What follows belongs to an exercise in optimizing a design on an open flow for small area; a production flow would make more cautious choices.
RTL that was checked went through simulation tests only; none was proved equivalent to the original.
Power is estimated from default activity; no workload was simulated.

==> module inert_intf, before the edit <==
module inert_intf(clk,rst_n,ptch,ptch_rt,vld,SS_n,SCLK,
                  MOSI,MISO,INT,boot,win,dl_in,dl,azl_ld,azl_d,azl_q);
  parameter fast_sim = 1;
  input clk, rst_n;
  input MISO;
  input INT;
  output win;				 
  output dl_in;			 
  input [7:0] dl;			 
  output azl_ld;			 
  output [7:0] azl_d;
  input [7:0] azl_q;		 
  input boot;				 
  output signed [15:0] ptch;
  output signed [15:0] ptch_rt;
  output reg vld;
  output SS_n,SCLK,MOSI;
  reg [9:0] timer;			 
  reg [7:0] ptch_rt_h,ptch_rt_l;
  reg INT_ff1,INT_ff2;
  reg [2:0] cmd_id;			 
  logic wrt;
  logic clr_tmr;
  logic capture_ptchl,capture_ptchh;
  logic capture_AZl;
  wire done, init;
  wire [7:0] inert_data;
  wire [3:0] bit_cntr;
  wire signed [15:0] AZ;
  typedef enum reg [3:0] {INIT1,INIT2,INIT3,INIT4,WAIT,PTCHL,PTCHH,
                          AZL,AZH} state_t;
  state_t state,nxt_state;
  SPI_mnrch #(8) iSPI(.clk(clk),.rst_n(rst_n),.SS_n(SS_n),.SCLK(SCLK),
                  .MISO(MISO),.wrt(wrt),.done(done),
				  .rd_data(inert_data),.bit_cntr(bit_cntr),.init(init),
				  .bw(1'b0),.bin(1'b0),.bl(1'b0),.bld(8'h00));
  logic [15:0] cmd;
  always_comb
    case (cmd_id)
      3'd0: cmd = 16'h0D02;
      3'd1: cmd = 16'h1053;
      3'd2: cmd = 16'h1150;
      3'd3: cmd = 16'h1460;
      3'd4: cmd = 16'hA200;
      3'd5: cmd = 16'hA300;
      3'd6: cmd = 16'hAC00;
      default: cmd = 16'hAD00;
    endcase
  assign MOSI = cmd[~bit_cntr];
  always_ff @(posedge clk)
    if (init)
      cmd_id <= state[2:0];
  assign win = (state == AZH) && (&timer[9:6]);
  inertial_integrator iINT(.clk(clk), .rst_n(rst_n), .vld(vld),
                           .ptch_rt(ptch_rt), .AZ(AZ), .ptch(ptch),
                           .win(win), .step(timer[5:0]), .cur(dl_in), .dl(dl));
  always_ff @(posedge clk) begin
	  INT_ff1 <= INT;
	  INT_ff2 <= INT_ff1;
	end
  always_ff @(posedge clk,negedge rst_n)
    if (!rst_n)
	  state <= INIT1;
	else
	  state <= nxt_state;
  always_ff @(posedge clk, negedge rst_n)
    if (!rst_n)
	   timer <= 0;
	 else if (clr_tmr)
	   timer <= 0;
	 else
	   timer <= timer + 1;
  always_comb begin
    clr_tmr = 0;
    wrt = 0;
	capture_ptchl = 0;
	capture_ptchh = 0;
	capture_AZl = 0;
	vld = 0;
	nxt_state = INIT1;
	 case (state)
	   INIT1 : begin
		  if (boot) begin
		    wrt = 1;
		    nxt_state = INIT2;
		  end
	   end
	   INIT2 : begin
		  if (&timer) begin
		    wrt = 1;
		    nxt_state = INIT3;
		  end else
		    nxt_state = INIT2;
	   end
	   INIT3 : begin
		  if (&timer) begin
		    wrt = 1;
		    nxt_state = INIT4;
		  end else
		    nxt_state = INIT3;
	   end
	   INIT4 : begin
		  if (&timer) begin
		    wrt = 1;
		    nxt_state = WAIT;
		  end else 
		    nxt_state = INIT4;
	   end
	   WAIT : begin
	     if (INT_ff2) begin
		    wrt = 1;
		    clr_tmr = 1;
		    nxt_state = PTCHL;
		  end else
		    nxt_state = WAIT;
	   end
	   PTCHL : begin
		  capture_ptchl = done;
		  if (&timer) begin
		    wrt = 1;
		    nxt_state = PTCHH;
		  end else
		    nxt_state = PTCHL;
      end
	   PTCHH : begin
		  capture_ptchh = done;
		  if (&timer) begin
		    wrt = 1;
		    nxt_state = AZL;
		  end else
		    nxt_state = PTCHH;
      end
	   AZL : begin
		  capture_AZl = done;
		  if (&timer) begin
		    wrt = 1;
		    nxt_state = AZH;
		  end else
		    nxt_state = AZL;
      end
	   AZH : begin
		  if (&timer) begin
		    vld = 1;
		    nxt_state = WAIT;
		  end else
		    nxt_state = AZH;
      end
	   default : begin
	  	  clr_tmr = 1;
	     nxt_state = INIT1;
	   end
	 endcase
  end
  always_ff @(posedge clk, negedge rst_n)
    if (!rst_n)
	  ptch_rt_l <= 8'h00;
    else if (capture_ptchl)
	  ptch_rt_l <= inert_data;
  always_ff @(posedge clk, negedge rst_n)
    if (!rst_n)
	  ptch_rt_h <= 8'h00;
    else if (capture_ptchh)
	  ptch_rt_h <= inert_data;
  assign azl_ld = capture_AZl;
  assign azl_d = inert_data;
  assign AZ = {inert_data,azl_q};
  assign ptch_rt = {ptch_rt_h,ptch_rt_l};
endmodule
Settings: LEC_CHECK=0, ABC_AREA=1, CAP_MARGIN=20, CORE_MARGIN=2, CORE_UTILIZATION=55, SLEW_MARGIN=20; clock period 12.0 ns.
standard.sh (not shown) runs the stock make flow with config.mk's settings and CLKGATE_MAP_FILE= SYNTH_SCRIPT=/design/flow/synth_recipe.tcl, a recipe that flattens the netlist after the stock synthesis.
==> flow/flow/run.sh <==
#!/bin/bash
set -euo pipefail
export FLOW_FLOW_DIR=$(cd "$(dirname "${BASH_SOURCE[0]}")" && pwd)
CTS_SIZE=${CTS_SIZE:-18}
CTS_DIAM=${CTS_DIAM:-70}
{ cat "$FLOW_FLOW_DIR/abc_override.tcl"; cat synth_recipe.tcl; } > my_synth.tcl
bash standard.sh SYNTH_SCRIPT=$PWD/my_synth.tcl \
  "SYNTH_OPERATIONS_ARGS=-extra-map $FLOW_FLOW_DIR/lcu_ripple.v" \
  ADDER_MAP_FILE= \
  "CTS_ARGS=-sink_clustering_enable -repair_clock_nets -sink_clustering_size $CTS_SIZE -sink_clustering_max_diameter $CTS_DIAM -buf_list sky130_fd_sc_hd__clkbuf_8 -dont_use_dummy_load" \
  "BUFFER_PORTS_ARGS=-buffer_cell sky130_fd_sc_hd__buf_1" \
  finish > flow.log 2>&1
==> flow/flow/abc_override.tcl <==
# Map with an area-oriented ABC script instead of the flow's default one.
# Only the combinational mapping changes; the registers are mapped before.
proc abc {args} {
  set i [lsearch -exact $args -script]
  if { $i >= 0 } {
    set args [lreplace $args [expr {$i + 1}] [expr {$i + 1}] $::env(FLOW_FLOW_DIR)/area.abc]
  }
  yosys abc {*}$args
}
==> flow/flow/area.abc <==
strash
dc2
dch -f
amap
strash
&get -n
&deepsyn -T 60
&put
dch -f
amap
topo
==> flow/flow/lcu_ripple.v <==
(* techmap_celltype = "$lcu" *)
module _80_lcu_ripple (P, G, CI, CO);
	parameter WIDTH = 2;
	(* force_downto *)
	input [WIDTH-1:0] P, G;
	input CI;
	(* force_downto *)
	output [WIDTH-1:0] CO;
	genvar i;
	generate for (i = 0; i < WIDTH; i = i + 1) begin : g
		if (i == 0)
			assign CO[i] = G[i] | (P[i] & CI);
		else
			assign CO[i] = G[i] | (P[i] & CO[i-1]);
	end endgenerate
endmodule
==> next run, changes <==
--- a/flow/design.v
+++ b/flow/design.v
@@ -310,5 +310,5 @@
   reg [7:0] ptch_rt_h,ptch_rt_l;
   reg INT_ff1,INT_ff2;
-  reg [2:0] cmd_id;			 
+  reg race;					 
   logic wrt;
   logic clr_tmr;
@@ -328,12 +328,12 @@
   logic [15:0] cmd;
   always_comb
-    case (cmd_id)
-      3'd0: cmd = 16'h0D02;
-      3'd1: cmd = 16'h1053;
-      3'd2: cmd = 16'h1150;
-      3'd3: cmd = 16'h1460;
-      3'd4: cmd = 16'hA200;
-      3'd5: cmd = 16'hA300;
-      3'd6: cmd = 16'hAC00;
+    case (race ? WAIT : state)
+      INIT2: cmd = 16'h0D02;
+      INIT3: cmd = 16'h1053;
+      INIT4: cmd = 16'h1150;
+      WAIT:  cmd = 16'h1460;
+      PTCHL: cmd = 16'hA200;
+      PTCHH: cmd = 16'hA300;
+      AZL:   cmd = 16'hAC00;
       default: cmd = 16'hAD00;
     endcase
@@ -341,5 +341,7 @@
   always_ff @(posedge clk)
     if (init)
-      cmd_id <= state[2:0];
+      race <= 1'b0;
+    else if (wrt)
+      race <= 1'b1;
   assign win = (state == AZH) && (&timer[9:6]);
   inertial_integrator iINT(.clk(clk), .rst_n(rst_n), .vld(vld),
Effect: The changed run went through all stages and came out clean. Clock-buffer cell count climbs by 2. Power drops by 6.2%. Final area climbs by 1.8%. Critical path depth climbs by 5. Setup slack degrades by 0.075 ns.
Function not checked in the second run of this note: the RTL went through the layout flow alone.
